Background: an optimization exercise with open tools, aiming at a short achievable clock period and few clock cycles. Do not read the settings as production practice.
Only simulation tests tie the RTL to the original design; equivalence was not proved.
Power and IR drop assume default switching activity.

### flow/design.v
module SingleCycleMIPS(clk,
                       rst_n,
                       IR_addr,
                       IR,
                       ReadDataMem,
                       CEN,
                       WEN,
                       A,
                       Data2Mem,
                       OEN);
input         clk, rst_n;
input  [31:0] IR;
output [31:0] IR_addr;
input  [31:0] ReadDataMem;
output        CEN;
output        WEN;
output  [6:0] A;
output [31:0] Data2Mem;
output        OEN;
integer i;
reg rst_q;
always @(posedge clk) rst_q <= rst_n;
reg  [31:0] pc;
reg  [31:0] pco;                         
reg  [31:0] ir_d, pc_d, pc4_d, ptgt_d;
reg         v_d, ptk_d, fb_d;
reg  [7:0] bhit_d;
reg         es_d, et_d, ws_d, wt_d;
reg         zs_d, zt_d;                  
reg  [31:0] rsr_d, rtr_d, lw_val;
reg         wls_d, wlt_d;
reg         dis_d;                       
reg         v_e, wr_e, ld_e, br_e, bne_e, jr_e, ptk_e, btk_e, bst_e, bsm_e;
reg  [5:0]  bix_e;
reg  [4:0]  dst_e;
reg  [31:0] a_e, b_e, bs_e, pc_e, pc4_e, tgt_e;
reg  [7:0] bhit_e;
reg  [6:0]  op_e;                        
reg         wr_w, ld_w;
reg  [4:0]  dst_w;
reg  [31:0] res_w, ld_data_w;
reg  [31:0] REG [0:31];
reg  [31:0] zf;                          
reg  [31:0] ra_p;                        
reg  [1:0]  bht [0:63];                  
reg          bv   [0:7];
reg  [31:0]  btag [0:7];
reg  [31:0]  btgt [0:7];
reg  [1:0]   bctr [0:7];
reg  [2:0]   brep;
reg          u_v, u_tk, u_jr;
reg  [7:0]  u_hit;
reg  [31:0]  u_pc, u_tgt;
reg         cen_r, wen_r, oen_r;
reg  [6:0]  a_r;
reg  [31:0] d2m_r;
assign IR_addr  = pco;
assign CEN      = cen_r;
assign WEN      = wen_r;
assign OEN      = oen_r;
assign A        = a_r;
assign Data2Mem = d2m_r;
wire [31:0] pc4  = pc + 32'd4;
reg  [7:0] f_hit, f_bt;
reg  [31:0] b_tgt;
always @(*) begin
    b_tgt = 32'd0;
    for (i = 0; i < 8; i = i + 1) begin
        f_hit[i] = bv[i] && (btag[i] == pc);
        f_bt[i]  = f_hit[i] && bctr[i][1];
        b_tgt    = b_tgt | ({32{f_bt[i]}} & btgt[i]);
    end
end
wire        b_tk = |f_bt;
wire        alloc = u_v && u_tk && !(|u_hit);
wire [7:0] amask = {8{alloc}} & (8'd1 << brep);
wire        dec_tk, dec_tj, dec_fb;
wire [31:0] dec_tgt;
fdec f_dec (.ir(IR), .pc4(pc4), .pc_hi(pc[31:28]), .ra(ra_p), .dis(bht[pc[7:2]][1]),
            .tk(dec_tk), .tj(dec_tj), .fb(dec_fb), .tgt(dec_tgt));
wire        f_tk     = b_tk || dec_tk;
wire [31:0] x = a_e;
wire [31:0] y = b_e;
wire        sub = op_e[1] | op_e[4];
wire [31:0] sum = x + bs_e + {31'd0, sub};    
wire [31:0] shl = x << y[4:0];
wire [31:0] shr = x >> y[4:0];
wire [31:0] alu = ({32{op_e[0] | op_e[1]}} & sum)
                | ({32{op_e[2]}} & (x & y))
                | ({32{op_e[3]}} & (x | y))
                | ({32{op_e[4]}} & {31'd0, sum[31]})
                | ({32{op_e[5]}} & shl)
                | ({32{op_e[6]}} & shr);
wire        ez_as = ~|((x ^ bs_e) ^ {x[30:0] | bs_e[30:0], sub});
wire        e_z   = op_e[4] ? !sum[31] : ez_as;
wire        e_rz  = ld_e ? (ReadDataMem == 32'd0) : ((op_e[0] | op_e[1]) & ez_as);
wire        e_brtk = btk_e;          
wire        mis    = v_e && br_e && (e_brtk != ptk_e);
wire [31:0] e_npc  = e_brtk ? tgt_e : pc4_e;
wire [5:0]  op = ir_d[31:26];
wire [4:0]  rs = ir_d[25:21];
wire [4:0]  rt = ir_d[20:16];
wire [4:0]  rd = ir_d[15:11];
wire [4:0]  sh = ir_d[10:6];
wire [5:0]  fn = ir_d[5:0];
wire [31:0] simm = {{16{ir_d[15]}}, ir_d[15:0]};
wire is_r   = (op == 6'h00);
wire is_jr  = is_r && (fn == 6'h08);
wire is_sh  = is_r && (fn == 6'h00 || fn == 6'h02);
wire is_alu = is_r && !is_jr;
wire is_addi= (op == 6'h08);
wire is_lw  = (op == 6'h23);
wire is_sw  = (op == 6'h2b);
wire is_beq = (op == 6'h04);
wire is_bne = (op == 6'h05);
wire is_br  = is_beq || is_bne;
wire is_j   = (op == 6'h02);
wire is_jal = (op == 6'h03);
wire is_jmp = is_j || is_jal;
wire        d_wr  = is_alu || is_addi || is_lw || is_jal;
wire [4:0]  d_dst = is_alu ? rd : is_jal ? 5'd31 : rt;
wire [31:0] val_w = ld_w ? ld_data_w : res_w;
wire [31:0] rs_v = ws_d ? val_w : wls_d ? lw_val : rsr_d;
wire [31:0] rt_v = wt_d ? val_w : wlt_d ? lw_val : rtr_d;
wire e_s = es_d;
wire e_t = et_d;
wire [4:0]  sa   = is_sh ? rt : rs;
wire        e_a  = is_sh ? e_t : e_s;
wire [31:0] ra_v = is_sh ? rt_v : rs_v;
wire [31:0] av   = ({32{e_a && (op_e[0] | op_e[1])}} & sum)
                 | ({32{e_a && op_e[2]}} & (x & y))
                 | ({32{e_a && op_e[3]}} & (x | y))
                 | ({32{e_a && op_e[4]}} & {31'd0, sum[31]})
                 | ({32{e_a && op_e[5]}} & shl)
                 | ({32{e_a && op_e[6]}} & shr)
                 | ({32{e_a && ld_e}} & ReadDataMem)
                 | ({32{!e_a}} & ra_v);
wire [31:0] bv_  = ({32{e_t && (op_e[0] | op_e[1])}} & sum)
                 | ({32{e_t && op_e[2]}} & (x & y))
                 | ({32{e_t && op_e[3]}} & (x | y))
                 | ({32{e_t && op_e[4]}} & {31'd0, sum[31]})
                 | ({32{e_t && op_e[5]}} & shl)
                 | ({32{e_t && op_e[6]}} & shr)
                 | ({32{e_t && ld_e}} & ReadDataMem)
                 | ({32{!e_t}} & rt_v);
wire        oth_z = e_s ? zt_d : zs_d;
wire        d_res = is_br && (e_s != e_t) && !ld_e && (op_e[0] | op_e[1] | op_e[4]) && oth_z;
wire        stall = v_d && ((is_lw || is_sw) && e_s && !ld_e ||
                            is_br && (e_s || e_t) && !d_res ||
                            is_jr && e_s);
wire [31:0] base = e_s ? ReadDataMem : rs_v;
wire [8:0]  addr = base[8:0] + simm[8:0];
wire        known = |bhit_d;
wire        st_tk = (rs == rt) ? is_beq : ((ir_d[15] || is_bne) ^ dis_d);
wire        p_tk  = (known || fb_d) ? ptk_d : st_tk;
wire        go   = v_d && !mis && !stall;
wire [31:0] btg  = pc4_d + {simm[29:0], 2'b00};
wire [31:0] jtg  = {pc_d[31:28], ir_d[25:0], 2'b00};
wire        tk1  = d_res ? !is_bne : p_tk;
wire        tk0  = d_res ?  is_bne : p_tk;
wire        jr_ok = ptk_d && (rs_v == ptgt_d);    
wire        rd1  = go && (is_br ? (tk1 != ptk_d) : is_jmp ? !ptk_d : is_jr ? !jr_ok : ptk_d);
wire        rd0  = go && (is_br ? (tk0 != ptk_d) : is_jmp ? !ptk_d : is_jr ? !jr_ok : ptk_d);
wire [31:0] dn1  = is_jmp ? jtg : (is_br && tk1) ? btg : is_jr ? rs_v : pc4_d;
wire [31:0] dn0  = is_jmp ? jtg : (is_br && tk0) ? btg : is_jr ? rs_v : pc4_d;
wire        fu1  = !(mis || stall || rd1);
wire        fu0  = !(mis || stall || rd0);
wire [31:0] o1   = mis ? e_npc : stall ? pc : dn1;
wire [31:0] o0   = mis ? e_npc : stall ? pc : dn0;
wire [31:0] oo1  = mis ? e_npc : stall ? pco : dn1;
wire [31:0] oo0  = mis ? e_npc : stall ? pco : dn0;
wire        d_tk = e_z ? tk1 : tk0;
wire        d_rd = e_z ? rd1 : rd0;
wire [31:0] npc, npo;
wire [31:0] e1   = fu1 ? (b_tk ? b_tgt : pc4) : o1;
wire [31:0] e0   = fu0 ? (b_tk ? b_tgt : pc4) : o0;
wire [31:0] eo1  = fu1 ? (b_tk ? b_tgt : pc4) : oo1;
wire [31:0] eo0  = fu0 ? (b_tk ? b_tgt : pc4) : oo0;
wire [31:0] r_pc = rst_n ? (e_z ? e1 : e0) : 32'd0;
wire [31:0] r_po = rst_n ? (e_z ? eo1 : eo0) : 32'd0;
wire        f_en = rst_n && !b_tk && (e_z ? fu1 : fu0);
nfin n_pc (.k(dec_tk), .kj(dec_tj), .en(f_en), .t(dec_tgt), .r(r_pc), .y(npc));
nfin n_po (.k(dec_tk), .kj(dec_tj), .en(f_en), .t(dec_tgt), .r(r_po), .y(npo));
always @(posedge clk) begin
    pc  <= npc;
    pco <= npo;
    if (!stall) begin
        ir_d   <= IR;
        pc_d   <= pc;
        pc4_d  <= pc4;
        ptk_d  <= f_tk;
        fb_d   <= dec_fb;
        dis_d  <= bht[pc[7:2]][1];
        ptgt_d <= b_tk ? b_tgt : ra_p;
    end
    bhit_d <= (stall ? bhit_d : f_hit) & ~amask;
    es_d   <= go && d_wr && (d_dst == IR[25:21]);
    et_d   <= go && d_wr && (d_dst == IR[20:16]);
    ws_d   <= v_e && wr_e && (dst_e == (stall ? rs : IR[25:21]));
    wt_d   <= v_e && wr_e && (dst_e == (stall ? rt : IR[20:16]));
    wls_d  <= wr_w && (dst_w == (stall ? rs : IR[25:21]));
    wlt_d  <= wr_w && (dst_w == (stall ? rt : IR[20:16]));
    rsr_d  <= stall ? REG[rs] : REG[IR[25:21]];
    rtr_d  <= stall ? REG[rt] : REG[IR[20:16]];
    lw_val <= val_w;
    zs_d   <= (v_e && wr_e && (dst_e == (stall ? rs : IR[25:21]))) ? e_rz : stall ? zf[rs] : zf[IR[25:21]];
    zt_d   <= (v_e && wr_e && (dst_e == (stall ? rt : IR[20:16]))) ? e_rz : stall ? zf[rt] : zf[IR[20:16]];
    wr_e   <= d_wr;
    ld_e   <= is_lw;
    br_e   <= is_br;
    bne_e  <= is_bne;
    jr_e   <= is_jr;
    ptk_e  <= is_br ? d_tk : (ptk_d || is_jmp);
    btk_e  <= d_res ? d_tk : ((rs_v == rt_v) ^ is_bne);
    pc_e   <= pc_d;
    bhit_e <= bhit_d & ~amask;
    bst_e  <= (rs == rt) ? 1'b1 : (ir_d[15] || is_bne);    
    bix_e  <= pc_d[7:2];
    bsm_e  <= (rs == rt);
    tgt_e  <= btg;
    pc4_e  <= pc4_d;
    dst_e  <= d_dst;
    a_e    <= is_jal ? pc4_d : av;
    b_e    <= is_addi ? simm : is_sh ? {27'd0, sh} : is_jal ? 32'd0 : bv_;
    bs_e   <= is_addi ? simm : is_jal ? 32'd0 : (is_alu && (fn == 6'h22 || fn == 6'h2a)) ? ~bv_ : bv_;
    op_e   <= {is_alu && fn == 6'h02,
               is_alu && fn == 6'h00,
               is_alu && fn == 6'h2a,
               is_alu && fn == 6'h25,
               is_alu && fn == 6'h24,
               is_alu && fn == 6'h22,
               (is_alu && fn == 6'h20) || is_addi || is_jal};
    a_r    <= addr[8:2];
    d2m_r  <= bv_;
    ld_w      <= ld_e;
    dst_w     <= dst_e;
    res_w     <= alu;
    ld_data_w <= ReadDataMem;
    u_tk  <= br_e ? e_brtk : 1'b1;
    u_jr  <= jr_e;
    u_hit <= bhit_e & ~amask;
    u_pc  <= pc_e;
    u_tgt <= jr_e ? x : tgt_e;
    if (!rst_n) begin
        v_d   <= 1'b0;
        v_e   <= 1'b0;
        wr_w  <= 1'b0;
        u_v   <= 1'b0;
        cen_r <= 1'b1;
        wen_r <= 1'b1;
        oen_r <= 1'b0;
    end else begin
        v_d   <= mis ? 1'b0 : stall ? 1'b1 : !d_rd;
        v_e   <= go;
        wr_w  <= v_e && wr_e;
        u_v   <= v_e && (br_e || jr_e);
        cen_r <= !(go && (is_lw || is_sw));
        wen_r <= !(go && is_sw);
        oen_r <= go && is_sw;
    end
end
always @(posedge clk) begin
    if (!rst_q) begin
        for (i = 0; i < 32; i = i + 1) REG[i] <= 32'd0;
        for (i = 0; i < 64; i = i + 1) bht[i] <= 2'd1;
        for (i = 0; i < 8; i = i + 1) bv[i] <= 1'b0;
        brep <= 3'd0;
        zf   <= 32'hffffffff;
        ra_p <= 32'd0;
    end else begin
        if (wr_w) REG[dst_w] <= val_w;
        if (v_e && wr_e) zf[dst_e] <= e_rz;
        if (v_d && is_jal) ra_p <= pc4_d;
        if (u_v) begin
            for (i = 0; i < 8; i = i + 1) begin
                if (u_hit[i]) begin
                    bctr[i] <= u_tk ? (bctr[i] == 2'd3 ? 2'd3 : bctr[i] + 2'd1)
                                    : (bctr[i] == 2'd0 ? 2'd0 : bctr[i] - 2'd1);
                    if (u_jr) btgt[i] <= u_tgt;
                end
            end
            if (alloc) begin
                bv[brep]   <= 1'b1;
                btag[brep] <= u_pc;
                btgt[brep] <= u_tgt;
                bctr[brep] <= 2'd2;
                brep       <= brep + 3'd1;
            end
        end
        if (v_e && br_e && !bsm_e) begin
            if (e_brtk == bst_e) bht[bix_e] <= (bht[bix_e] == 2'd0) ? 2'd0 : bht[bix_e] - 2'd1;
            else                 bht[bix_e] <= (bht[bix_e] == 2'd3) ? 2'd3 : bht[bix_e] + 2'd1;
        end
    end
end
endmodule
module fdec (ir, pc4, pc_hi, ra, dis, tk, tj, fb, tgt);
input  [31:0] ir, pc4, ra;
input  [3:0]  pc_hi;
input         dis;
output        tk, tj, fb;
output [31:0] tgt;
wire [5:0]  op   = ir[31:26];
wire        jmp  = (op == 6'h02) || (op == 6'h03);
wire        jr31 = (op == 6'h00) && (ir[5:0] == 6'h08) && (ir[25:21] == 5'd31);
wire        beq  = (op == 6'h04);
wire        br   = beq || (op == 6'h05);
wire [7:0]  lo   = {1'b0, pc4[8:2]} + {1'b0, ir[6:0]};
wire        blk  = ((ir[15:7] == 9'h000) && !lo[7]) || ((ir[15:7] == 9'h1ff) && lo[7]);
wire        gtk  = (ir[25:21] == ir[20:16]) ? beq : ((ir[15] || !beq) ^ dis);
assign fb  = br && blk;
assign tj  = jmp || jr31;
assign tk  = tj || (fb && gtk);
assign tgt = br ? {pc4[31:9], lo[6:0], pc4[1:0]} : jmp ? {pc_hi, ir[25:0], 2'b00} : ra;
endmodule
module nfin (k, kj, en, t, r, y);
input         k, kj, en;
input  [31:0] t, r;
output [31:0] y;
assign y[31:9] = (kj && en) ? t[31:9] : r[31:9];
assign y[8:0]  = (k && en) ? t[8:0] : r[8:0];
endmodule
### flow/flow/run.sh
#!/bin/bash
set -euo pipefail
export SETUP_SLACK_MARGIN=9.2
export BUFFER_PORTS_ARGS="-buffer_cell sky130_fd_sc_hd__buf_8"
bash standard.sh finish > flow.log 2>&1
### flow/standard.sh
#!/bin/bash
# synth_recipe.tcl (not shown) runs the flow's synth.tcl, then flattens the netlist and writes it again
# the make line also repeats each setting of config.mk as NAME=value (left out here)
make -C /OpenROAD-flow-scripts/flow DESIGN_CONFIG=/design/flow/config.mk WORK_HOME=/design/flow/orfs CLKGATE_MAP_FILE= SYNTH_SCRIPT=/design/flow/synth_recipe.tcl "${@:-finish}"
### flow/config.mk
export PLATFORM = sky130hd
export DESIGN_NAME = SingleCycleMIPS
export DESIGN_NICKNAME = SingleCycleMIPS
export VERILOG_FILES = /design/flow/design.v
export SDC_FILE = /design/flow/constraint.sdc
export NUM_CORES = 8
export LEC_CHECK = 0
export ABC_CLOCK_PERIOD_IN_PS = 1000
export CAP_MARGIN = 20
export CORE_MARGIN = 2
export CORE_UTILIZATION = 35
export SLEW_MARGIN = 20
export SYNTH_HIERARCHICAL = 1
export SYNTH_MINIMUM_KEEP_SIZE = 0
### flow/constraint.sdc
create_clock -name core_clock -period 13.0 [get_ports {clk}]
set_input_delay 2.6000 -clock core_clock [delete_from_list [all_inputs] [get_ports {clk}]]
set_output_delay 2.6000 -clock core_clock [all_outputs]
set_load 0.01 [all_outputs]
==> summary.txt <==
what timing repair did:
item | in CTS | in global routing
cloned | 86 | 40
endpoints found under the setup margin | 709 | 371
gates resized for setup | 803 | 374
setup buffers | 252 | 142
pin swaps | 96 | 94
Yosys cell counts (15+ instances only):
master	instances	area, µm²
xor2_1	316	2768
a211oi_1	91	683.2
o21ai_0	403	2017
xnor2_1	179	1568
a222oi_1	64	640.6
nand2b_1	25	156.4
buf_1	177	664.4
nand3_1	120	600.6
ha_1	115	1439
mux2_2	133	1498
mux2i_1	293	2933
mux2i_4	17	382.9
dfxtp_1	684	13690
nor4_1	91	569.3
a221oi_1	16	140.1
nor2_1	1437	5394
edfxtp_1	1793	53840
o22ai_1	34	212.7
nand4_1	107	669.4
nor2b_1	78	488.0
o21a_1	45	337.8
nor3b_1	22	165.2
a21boi_0	52	390.4
mux4_2	1369	30830
or2_2	15	93.84
or3_1	41	256.5
a21o_1	77	578.1
o211ai_1	63	473.0
inv_1	226	848.3
o31ai_1	24	180.2
nor3_1	144	720.7
and2_1	49	306.5
clkbuf_1	704	2643
nand2_1	894	3356
a22oi_1	79	593.1
o2111ai_1	23	201.4
and3_1	37	231.5
mux2_4	40	600.6
a21oi_1	358	1792
a31oi_1	50	312.8
o221ai_1	23	201.4
buf_2	72	360.4
logic make-up (layout without fill, tap and decap cells):
kind of cell	Yosys count	count (layout)
mux	1863	1865
other cells	0	54
xor+xnor	495	495
simple gates	3132	3146
buf+inv	1203	1708
fa+ha+maj	121	122
flops	2477	2477
compound gates	1598	1599
modules after synthesis, one instance, submodules excluded:
module | times used | flip-flops and latches | cells inside
SingleCycleMIPS | 1 | 2477 | 10646
nfin | 2 | 0 | 36
fdec | 1 | 0 | 171
worst max path at each step:
stage | startpoint | endpoint | cells past startpoint
detailed placement | IR[21] | rsr_d[17] | 8
floorplan | IR[30] | pc[1] | 8
CTS | pco[19] | IR_addr[19] | 1
finish | pco[19] | IR_addr[19] | 1
global placement | IR[21] | rsr_d[17] | 8
global route | IR[24] | pco[7] | 9
registers in the layout, indices dropped and copies added (netlist names), 128 cells and up, named ones only:
name,cells
bht,128
btgt,256
REG,1024
btag,256
layout make-up:
type,instances,area [µm²]
Multi-Input combinational cell,7227,70430
Sequential cell,2477,67850
Fill cell,35764,226900
Inverter,232,963.4
Tap cell,5242,6559
Clock buffer,397,8157
Clock inverter,136,1774
Antenna cell,54,135.1
Timing Repair inverter,3,26.28
Timing Repair Buffer,940,12600
through the flow:
step / power (W) / setup slack (ns)
5_1_grt: 0.02179 / 8.872
3_3_place_gp: 0.01221 / 6.485
4_1_cts: 0.02110 / 8.899
2_1_floorplan: 0.01103 / 8.407
3_5_place_dp: 0.01222 / 6.497
6_report: 0.02142 / 8.917
per-layer routing:
layer | vias up | routed length, µm | track usage (%)
met5 | - | 135 | 0
li1 | 42602 | - | -
met2 | 9490 | 256100 | 41.93
met3 | 2057 | 93230 | 10.01
met1 | 55090 | 214800 | 37.49
met4 | 22 | 50620 | 19.60
worst register-to-register path, stage by stage (launching register included):
cell,delay (ns)
dfxtp_4,0.46
buf_12,0.16
mux2i_4,0.26
buf_12,0.22
mux2i_1,0.12
buf_4,0.24
xnor2_4,0.21
nand4_1,0.20
nor4_4,0.39
a31oi_4,0.23
a21o_4,0.31
buf_6,0.15
buf_4,0.13
a32oi_2,0.17
a21oi_2,0.10
a21o_1,0.24
mux2_4,0.26
power by group through the flow:
stage / sequential, W / clock, W / combinational, W
floorplan: 0.00905 / 0 / 0.00198
global placement: 0.00926 / 0 / 0.00295
detailed placement: 0.00927 / 0 / 0.00295
CTS: 0.00909 / 0.00871 / 0.00330
global route: 0.00912 / 0.00900 / 0.00367
finish: 0.00911 / 0.00872 / 0.00359
==> qor.csv <==
stage,metric,value,unit
layout,nNetsFinal,11354,
die,coreArea,395400,µm²
worst_setup_path,reg2reg_setup_slack,9.01,ns
worst_hold_path,min_path_type,register to register,
timing,fin_crit_sh,31.41,%
logic_synthesis,synth_compound_area_share,7.611,%
worst_setup_path,path_buf_inv,1,
place,dp.cells,15601,
grt,grt_pass1_vias,102621,
timing,max_freq,244.9,MHz
power,pwr_density_cell,127.1,nW/µm²
routing,vias,109261,
place,globalplace.congestion,1.000,
logic_synthesis,postSynthCellCount,10889,
timing,drv_slew,0,
worst_setup_path,cp_data_required_time,10.40,ns
logic_synthesis,synth_warnings,7,
die,die_area,401500,µm²
timing,skew,0.1164,ns
logic_synthesis,ys_seq_elements,2477,
worst_setup_path,r2r-end,pco[9],
grt,grt_max_degree,134,
grt,grtUsageTotal,29.31,%
layout,final_core_util,42.61,%
logic_synthesis,syn_nets,11074,
die,io_pins,140,
logic_synthesis,ys_types,112,
logic_synthesis,synth_enable_flop_cells,1793,
layout,instances_no_fill,16708,
timing,min_period,4.083,ns
layout,final_common_cell,edfxtp_1,
routing,wl_per_cell,36.80,µm
worst_setup_path,start_kind,register,
timing,tightest_slew,1.281,ns
grt,antenna_found_initial,46,
logic_synthesis,synth-seq-area-share,48.67,%
logic_synthesis,postSynthAreaPerCell,12.74,µm²
place,io_buffers,139,
routing,drc_errors,0,
worst_setup_path,critPathKind,register to primary output,
cts,clkLatencyLatePin,0.99,ns
logic_synthesis,synthArstFlopShare,0,%
logic_synthesis,synth-adder-area-share,1.109,%
timing,finalSetupTns,0,ns
flow_run,drv_cap,0,
die,start_util,35.10,%
cts,hold_buffers,0,
power,leakage,59.01,nW
worst_setup_path,reg2reg_depth,16,
worst_setup_path,arrival,1.48,ns
cts,numCtsBuffers,288,
die,dieHeight,633.7,µm
logic_synthesis,synthesis.area,138800,µm²
routing,ant_nets,0,
worst_setup_path,rr_startpoint,ld_w,
logic_synthesis,synth_xor_area_share,3.124,%
worst_setup_path,end_kind,primary output,
worst_hold_path,holdPathEnd,u_pc[9],
timing,hold_viol,0,
power,combinationalPowerShare,16.7,%
routing,drt_iter0_markers,17777,
worst_setup_path,crit_family,flip-flops,
cts,cts_sinks,2477,
layout,layout-drive-gt1-share,32.26,%
logic_synthesis,synthMuxAreaShare,26.23,%
routing,wirelength,614.9,mm
logic_synthesis,synthSimpleGateAreaFrac,9.835,%
place,dpl.hpwl,347.7,mm
timing,final-setup-viol-count,0,
cts,cts_tree,yes,
die,rows,231,
worst_setup_path,max_stage_delay,0.42,ns
timing,hold_ws,0.3139,ns
cts,htreeDepth,5,
grt,overflow,0,
power,ir_worst_vdd,0.0001276,V
routing,first_pass_iters,8,
outcome,status,timing/DRC/antenna clean,
cts,cts_buffer_depth,4,
power,swShare,28.04,%
worst_hold_path,hold_depth,0,
die,die_w,633.7,µm
grt,grt_pass1_wl,826.8,mm
routing,vias_per_cell,6.539,
logic_synthesis,synth_top_family_by_area,multiplexers,
layout,fin_area,168500,µm²
timing,rsz0062_at_grt,true,
power,p_int,0.01541,W
worst_setup_path,crit_chain,buf_8,
power,p_clk_share,40.7,%
cts,path_clk_slew,0.06,ns
layout,areaGrowthSynthToFinish,21.42,%
power,pwr-share-seq,42.5,%
worst_setup_path,crit_fanout,2,
worst_setup_path,crit_slowest_cell,dfxtp_4,
place,place_area,146800,µm²
worst_hold_path,min_from,pc_e[9],
power,p_switching,0.006006,W
cts,cts_root_buf,clkbuf_16,
logic_synthesis,synthFlopType,edfxtp_1,
timing,max-slew-margin-rel,14.61,%
layout,final_cell_mix,"1,793 x edfxtp_1, 1,416 x nor2_1, 1,369 x mux4_2",
Testbench counts, summed over its fixed seeds: cycles 148,273.

## static timing again, ports no longer ideal
How much do the figures lean on ideal ports? The routed layout below was timed once more, with nothing changed but the port constraints.
Step 1 sets driving cells, clkbuf_16 on the clock port and buf_2 on the other inputs (assumed; they add their load-dependent delay and slew).
Step 2 adds t to the input delays and takes it off the output delays; t is the mean of the earliest and latest rising clock arrival at the registers after step 1. Input paths then give back, and output paths get back, about the clock's delay inside the block.
Three values: ideal ports, drivers, drivers and shift; two values: the first two.
shift t [ns]: 1.030
slack for setup (ns): 8.917 / 8.649 / 7.619
worst setup path after step 2: input to register
latest minus earliest clock arrival (ns): 0.122 / 0.122
worst data-port slew with drivers (ns): 0.58
After both steps this run still meets setup and hold. For this run, drivers alone change the setup slack by -0.268 ns; drivers and shift together by -1.298 ns.
